Context: an optimization exercise on an open-source flow, tuned for small area. The choices shown serve that exercise and are no tape-out recipe.
Only the layout flow was run in this run; the RTL was not checked for function there.
Power and IR drop assume default switching activity.

$ cat flow/design.v
module Fiveto32Decoder(Select, Wenable, Load_Out);
input [4:0] Select;
input Wenable;
output reg [31:0] Load_Out;
always@(*)
if (Wenable == 1)
case(Select)
5'h0 : Load_Out = 32'h00000001;
5'h1 : Load_Out = 32'h00000002;
5'h2 : Load_Out = 32'h00000004;
5'h3 : Load_Out = 32'h00000008;
5'h4 : Load_Out = 32'h00000010;
5'h5 : Load_Out = 32'h00000020;
5'h6 : Load_Out = 32'h00000040;
5'h7 : Load_Out = 32'h00000080;
5'h8 : Load_Out = 32'h00000100;
5'h9 : Load_Out = 32'h00000200;
5'hA : Load_Out = 32'h00000400;
5'hB : Load_Out = 32'h00000800;
5'hC : Load_Out = 32'h000001000;
5'hD : Load_Out = 32'h000002000;
5'hE : Load_Out = 32'h000004000;
5'hF : Load_Out = 32'h000008000;
5'h10 : Load_Out = 32'h00010000;
5'h11 : Load_Out = 32'h00020000;
5'h12 : Load_Out = 32'h00040000;
5'h13 : Load_Out = 32'h00080000;
5'h14 : Load_Out = 32'h00100000;
5'h15 : Load_Out = 32'h00200000;
5'h16 : Load_Out = 32'h00400000;
5'h17 : Load_Out = 32'h00800000;
5'h18 : Load_Out = 32'h01000000;
5'h19 : Load_Out = 32'h02000000;
5'h1A : Load_Out = 32'h04000000;
5'h1B : Load_Out = 32'h08000000;
5'h1C : Load_Out = 32'h10000000;
5'h1D : Load_Out = 32'h20000000;
5'h1E : Load_Out = 32'h40000000;
5'h1F : Load_Out = 32'h80000000;
default: Load_Out = 32'h00000000;
endcase
else
Load_Out <= 0;
endmodule
module Register32bit (Din, Dout, Load, Reset, clk);
input [31:0] Din;
output reg [31:0] Dout;
input Load, Reset, clk;
always@(posedge clk or posedge Reset) begin
if (Reset == 1)
Dout = 0;
else if (Load == 1)
Dout <= Din;
else
Dout <= Dout;
end
endmodule
module Mux32to1 (Reg0,Reg1,Reg2,Reg3,Reg4,Reg5,Reg6,Reg7,Reg8,Reg9,Reg10,Reg11,Reg12,Reg13,Reg14,Reg15,Reg16,Reg17,Reg18,Reg19,Reg20,Reg21,Reg22,Reg23,Reg24,Reg25,Reg26,Reg27,Reg28,Reg29,Reg30,Reg31, Select, Regout);
input [31:0]Reg0, Reg1,Reg2,Reg3,Reg4,Reg5,Reg6,Reg7,Reg8,Reg9,Reg10,Reg11,Reg12,Reg13,Reg14,Reg15,Reg16;
input [31:0]Reg17,Reg18,Reg19,Reg20,Reg21,Reg22,Reg23,Reg24,Reg25,Reg26,Reg27,Reg28,Reg29,Reg30,Reg31;
input [4:0]Select;
output reg [31:0] Regout;
always@(*)
case(Select)
5'h0: Regout <= Reg0;
5'h1: Regout <= Reg1;
5'h2: Regout <= Reg2;
5'h3: Regout <= Reg3;
5'h4: Regout <= Reg4;
5'h5: Regout <= Reg5;
5'h6: Regout <= Reg6;
5'h7: Regout <= Reg7;
5'h8: Regout <= Reg8;
5'h9: Regout <= Reg9;
5'hA: Regout <= Reg10;
5'hB: Regout <= Reg11;
5'hC: Regout <= Reg12;
5'hD: Regout <= Reg13;
5'hE: Regout <= Reg14;
5'hF: Regout <= Reg15;
5'h10: Regout <= Reg16;
5'h11: Regout <= Reg17;
5'h12: Regout <= Reg18;
5'h13: Regout <= Reg19;
5'h14: Regout <= Reg20;
5'h15: Regout <= Reg21;
5'h16: Regout <= Reg22;
5'h17: Regout <= Reg23;
5'h18: Regout <= Reg24;
5'h19: Regout <= Reg25;
5'h1A: Regout <= Reg26;
5'h1B: Regout <= Reg27;
5'h1C: Regout <= Reg28;
5'h1D: Regout <= Reg29;
5'h1E: Regout <= Reg30;
5'h1F: Regout <= Reg31;
default Regout <= 32'b0;
endcase
endmodule
module RegisterFile32Bits(DataIn,DataA,DataB,RdAddress1,RdAddress2,WrtAddress,clk,Reset,Wenable);
input[31:0]DataIn;
input clk,Reset,Wenable;
input [4:0]RdAddress1,RdAddress2,WrtAddress;
output [31:0]DataA,DataB;
wire [31:0] Load;
wire [31:0] Dout0;
wire [31:0] Dout1;
wire [31:0] Dout2;
wire [31:0] Dout3;
wire [31:0] Dout4;
wire [31:0] Dout5;
wire [31:0] Dout6;
wire [31:0] Dout7;
wire [31:0] Dout8;
wire [31:0] Dout9;
wire [31:0] Dout10;
wire [31:0] Dout11;
wire [31:0] Dout12;
wire [31:0] Dout13;
wire [31:0] Dout14;
wire [31:0] Dout15;
wire [31:0] Dout16;
wire [31:0] Dout17;
wire [31:0] Dout18;
wire [31:0] Dout19;
wire [31:0] Dout20;
wire [31:0] Dout21;
wire [31:0] Dout22;
wire [31:0] Dout23;
wire [31:0] Dout24;
wire [31:0] Dout25;
wire [31:0] Dout26;
wire [31:0] Dout27;
wire [31:0] Dout28;
wire [31:0] Dout29;
wire [31:0] Dout30;
wire [31:0] Dout31;
Fiveto32Decoder u00 (WrtAddress,Wenable,Load);
Register32bit uu0 (DataIn, Dout0, Load[0], Reset, clk);
Register32bit uu1 (DataIn, Dout1, Load[1], Reset, clk);
Register32bit uu2 (DataIn, Dout2, Load[2], Reset, clk);
Register32bit uu3 (DataIn, Dout3, Load[3], Reset, clk);
Register32bit uu4 (DataIn, Dout4, Load[4], Reset, clk);
Register32bit uu5 (DataIn, Dout5, Load[5], Reset, clk);
Register32bit uu6 (DataIn, Dout6, Load[6], Reset, clk);
Register32bit uu7 (DataIn, Dout7, Load[7], Reset, clk);
Register32bit uu8 (DataIn, Dout8, Load[8], Reset, clk);
Register32bit uu9 (DataIn, Dout9, Load[9], Reset, clk);
Register32bit uu10 (DataIn, Dout10, Load[10], Reset, clk);
Register32bit uu11 (DataIn, Dout11, Load[11], Reset, clk);
Register32bit uu12 (DataIn, Dout12, Load[12], Reset, clk);
Register32bit uu13 (DataIn, Dout13, Load[13], Reset, clk);
Register32bit uu14 (DataIn, Dout14, Load[14], Reset, clk);
Register32bit uu15 (DataIn, Dout15, Load[15], Reset, clk);
Register32bit uu16 (DataIn, Dout16, Load[16], Reset, clk);
Register32bit uu17 (DataIn, Dout17, Load[17], Reset, clk);
Register32bit uu18 (DataIn, Dout18, Load[18], Reset, clk);
Register32bit uu19 (DataIn, Dout19, Load[19], Reset, clk);
Register32bit uu20 (DataIn, Dout20, Load[20], Reset, clk);
Register32bit uu21 (DataIn, Dout21, Load[21], Reset, clk);
Register32bit uu22 (DataIn, Dout22, Load[22], Reset, clk);
Register32bit uu23 (DataIn, Dout23, Load[23], Reset, clk);
Register32bit uu24 (DataIn, Dout24, Load[24], Reset, clk);
Register32bit uu25 (DataIn, Dout25, Load[25], Reset, clk);
Register32bit uu26 (DataIn, Dout26, Load[26], Reset, clk);
Register32bit uu27 (DataIn, Dout27, Load[27], Reset, clk);
Register32bit uu28 (DataIn, Dout28, Load[28], Reset, clk);
Register32bit uu29 (DataIn, Dout29, Load[29], Reset, clk);
Register32bit uu30 (DataIn, Dout30, Load[30], Reset, clk);
Register32bit uu31 (DataIn, Dout31, Load[31], Reset, clk);
Mux32to1 um1(Dout0,Dout1,Dout2,Dout3,Dout4,Dout5,Dout6,Dout7,Dout8,Dout9,Dout10,Dout11,Dout12,Dout13,Dout14,Dout15,Dout16,Dout17,Dout18,Dout19,Dout20,Dout21,Dout22,Dout23,Dout24,Dout25,Dout26,Dout27,Dout28,Dout29,Dout30,Dout31,RdAddress1, DataA);
Mux32to1 um2(Dout0,Dout1,Dout2,Dout3,Dout4,Dout5,Dout6,Dout7,Dout8,Dout9,Dout10,Dout11,Dout12,Dout13,Dout14,Dout15,Dout16,Dout17,Dout18,Dout19,Dout20,Dout21,Dout22,Dout23,Dout24,Dout25,Dout26,Dout27,Dout28,Dout29,Dout30,Dout31,RdAddress2, DataB);
endmodule 
$ cat flow/run.sh
#!/bin/bash
# synth_recipe.tcl (not shown) runs the flow's synth.tcl, then flattens the netlist and writes it again
# the make line also repeats each setting of config.mk as NAME=value (left out here)
make -C /OpenROAD-flow-scripts/flow DESIGN_CONFIG=/design/flow/config.mk WORK_HOME=/design/flow/orfs CLKGATE_MAP_FILE= SYNTH_SCRIPT=/design/flow/synth_recipe.tcl finish
$ cat flow/config.mk
export PLATFORM = sky130hd
export DESIGN_NAME = RegisterFile32Bits
export DESIGN_NICKNAME = RegisterFile32Bits
export VERILOG_FILES = /design/flow/design.v
export SDC_FILE = /design/flow/constraint.sdc
export NUM_CORES = 4
export LEC_CHECK = 0
export CAP_MARGIN = 20
export CORE_MARGIN = 2
export CORE_UTILIZATION = 50
export SLEW_MARGIN = 20
$ cat flow/constraint.sdc
create_clock -name core_clock -period 7.0 [get_ports {clk}]
set_input_delay 1.4000 -clock core_clock [delete_from_list [all_inputs] [get_ports {clk}]]
set_output_delay 1.4000 -clock core_clock [all_outputs]
set_load 0.01 [all_outputs]
==> metrics.cfg <==
[floorplanning]
die_area_sq_mm=0.1109
num_io_pins=114
die_y_um=333.0
start_util=0.5050
die_w_um=333.0
core-area_sq_mm=0.1072
rows=120

[logic_synthesis]
yosys_warnings=3
synth.distinct_cells=62
seq_area_frac_synth=0.4734
synth_async_sr_flop_share=1.000
synth-seq-cells=1024
synth_area_per_cell_sq_um=10.50
netlist_instances=5157
synth_ff_type=dfrtp_1
netlist_area_sq_mm=0.05413
syn_nets=5207
synth_edf_count=0

[layout]
area_growth_pct=12.64
finalInstanceArea_sq_mm=0.06098
layoutNonFillerInstCount=6500
final_cell_mix=1,299 x nand3_1, 1,028 x mux2_2, 1,024 x dfrtp_1, 388 x nand4_1, 210 x a22oi_1
fin_nets=5050
drive_above_1_share=0.3012
finish.utilization=0.5688
final_common_cell=nand3_1

[global_route]
grt_max_degree=154
antenna_found_initial=9
grt_use_total=0.4386
overflow=0
grt_first_pass_wirelength_um=351400
grt_pass1_vias=46940

[clocking]
holdBufCountCts=0
root_buffer=clkbuf_16
cts_tree=built
cts_max_path_buffers=3
cts_buffers=112
insertion_delay_ns=0.71
htree_num_levels=3
post_cts_resize_count=0
cts.sink_count=1024
cts.clk_slew.worst_paths_ns=0.06
post_cts_buffers=0

[routing]
ant_nets=0
wl_um=248500
drc_errors=0
vias=49620
firstDrtPassIters=9
drt-initial-drc-count=8369
vias_per_cell=7.634
wl_per_cell_um=38.23

[power_and_ir_drop]
vdd_ir_drop_max_mv=0.2195
net-switching-power_w=0.005024
leakagePower_nw=26.16
comb_power_share=0.156
sw_frac_of_total=0.2912
seq_power_share=0.473
internal_power_w=0.01223
power_frac_clock=0.371
power_density_mw_per_mm2=282.9

[hold_path]
hold_path.class=reg -> reg
min_from=uu7.Dout[27]

[placed_design]
place.gp.congestion=0.9858
hpwl_um=143400
dp.cells=6288
port_buffers=113
placed_cell_area_sq_mm=0.05705

[timing]
max_slew_margin=0.1389
max_clock_freq_ghz=0.1485
tightest_slew_ns=1.292
min_period_ns=6.733
hold_viol=0
setup_tns_ns=0
rsz0062_at_grt=false
fin_crit_sh=0.9619
final-setup-viol-count=0
skew_ns=0
slew_viol_final=0

[setup_path]
criticalPathCategory=in -> out
crit_required_ns=5.60
worst-path-max-fanout=34
reg2reg_from=uu15.Dout[28]
critPathArrivalTime_ns=5.33
startpoint=RdAddress1[3]
setup.worst_path.start_class=primary input
endpoint_kind=primary output

[flow_run]
maxCapViolCount=0

[status]
outcome=timing/DRC/antenna clean

area by class of cell:
cell class / instances / area (sq um)
Inverter: 7 / 30.03
Clock buffer: 164 / 3361
Multi-Input combinational cell: 3528 / 26490
Tap cell: 1403 / 1755
Timing Repair Buffer: 327 / 3118
Antenna cell: 8 / 20.02
Sequential cell: 1024 / 25620
Fill cell: 9271 / 46230
Clock inverter: 39 / 583.1
logic make-up after synthesis:
kind of cell           share of synthesized area
AO/OA/AOI/OAI                            0.05755
AND/OR/NAND/NOR                           0.2071
buffers and inverters                    0.04422
multiplexers                              0.2178
flip-flops                                0.4734
path summary, 6_finish.rpt:
path	end	slack [ns]	cells past startpoint
setup / recovery	DataA[23]	0.27	10
hold / removal	uu7.Dout[27]	0.52	1
setup reg to reg	uu15.Dout[28]	6.14	1
hold reg to reg	uu7.Dout[27]	0.52	1
max in group asynchronous	uu15.Dout[10]	4.07	4
min in group asynchronous	uu24.Dout[3]	1.25	2
power by group through the flow:
stage               Sequential (W)  Combinational (W)  Clock [W]
floorplan                  0.00782            0.00179          0
global placement           0.00819            0.00256          0
detailed placement         0.00820            0.00262          0
CTS                        0.00811            0.00263    0.00642
global route               0.00828            0.00282    0.00666
finish                     0.00815            0.00270    0.00640
metrics by stage:
step,total power [W],hold WS [ns],worst slack [ns]
detailed placement,0.01082,0.5025,0.5153
global route,0.01775,0.5405,0.3533
CTS,0.01716,0.5159,0.5049
floorplan,0.009607,0.4800,-8.514
global placement,0.01075,0.4983,0.5423
finish,0.01725,0.5167,0.2666
routing by layer:
layer | GRT usage | vias to the layer above | share of wire
met5 | 0 | - | 0.00028
met4 | 0.2441 | 14 | 0.069
met3 | 0.1577 | 1160 | 0.15
met2 | 0.6128 | 4331 | 0.41
met1 | 0.5894 | 24870 | 0.37
li1 | - | 19250 | -
worst max-delay path: stages:
cell	delay [ns]
clkdlybuf4s50_1	0.85
buf_4	0.34
and2_4	0.45
buf_12	0.31
and2_2	0.48
buf_4	0.29
a22oi_1	0.09
nand4_1	0.13
o32a_1	0.32
clkdlybuf4s50_1	0.60
synthesized netlist by cell type (all sizes together), types with 3 or more instances:
master	instances	area, sq um
a2111oi	15	137.6
a21oi	50	250.2
a221o	29	290.3
a22o	4	35.03
a22oi	210	1577
a31oi	3	18.77
a32oi	10	87.58
and2	33	209.0
and3	72	455.4
and3b	8	70.07
and4	4	35.03
and4b	3	30.03
buf	170	760.7
clkbuf	428	1607
dfrtp	1024	25620
inv	7	26.28
mux2	1036	11670
mux2i	10	100.1
nand2	26	97.59
nand2b	8	50.05
nand3	1299	6501
nand3b	7	52.55
nand4	388	2427
nand4b	4	35.03
nor2	60	225.2
nor2b	11	76.32
nor3	17	85.08
nor3b	16	120.1
nor4	67	419.2
o211ai	4	30.03
o21ai	36	180.2
o32a	33	330.3
or3	7	43.79
or4	32	240.2

[afterwards: timing with drivers on the ports]
No port has a modelled driver above. Below, the same layout with a new extraction and two added sets of constraints.
Step 1: set_driving_cell puts a clkbuf_16 on clk and a buf_2 on each other input, an assumption about the parent block.
Step 2 also shifts input and output timing later by t, the mid clock arrival at the registers, as if the neighbouring blocks saw the same clock.
Slacks: no drivers / after step 1 / after step 2; pairs: no drivers / after step 1.
t (ns): 0.794
setup WS [ns]: 0.267 / 0.244 / 0.244
worst setup path after step 2: input to output
latest minus earliest clock arrival (ns): 0.040 / 0.040
After both steps this run still meets setup and hold. The setup slack of this run moves by -0.023 ns with the drivers and by -0.023 ns with both steps.
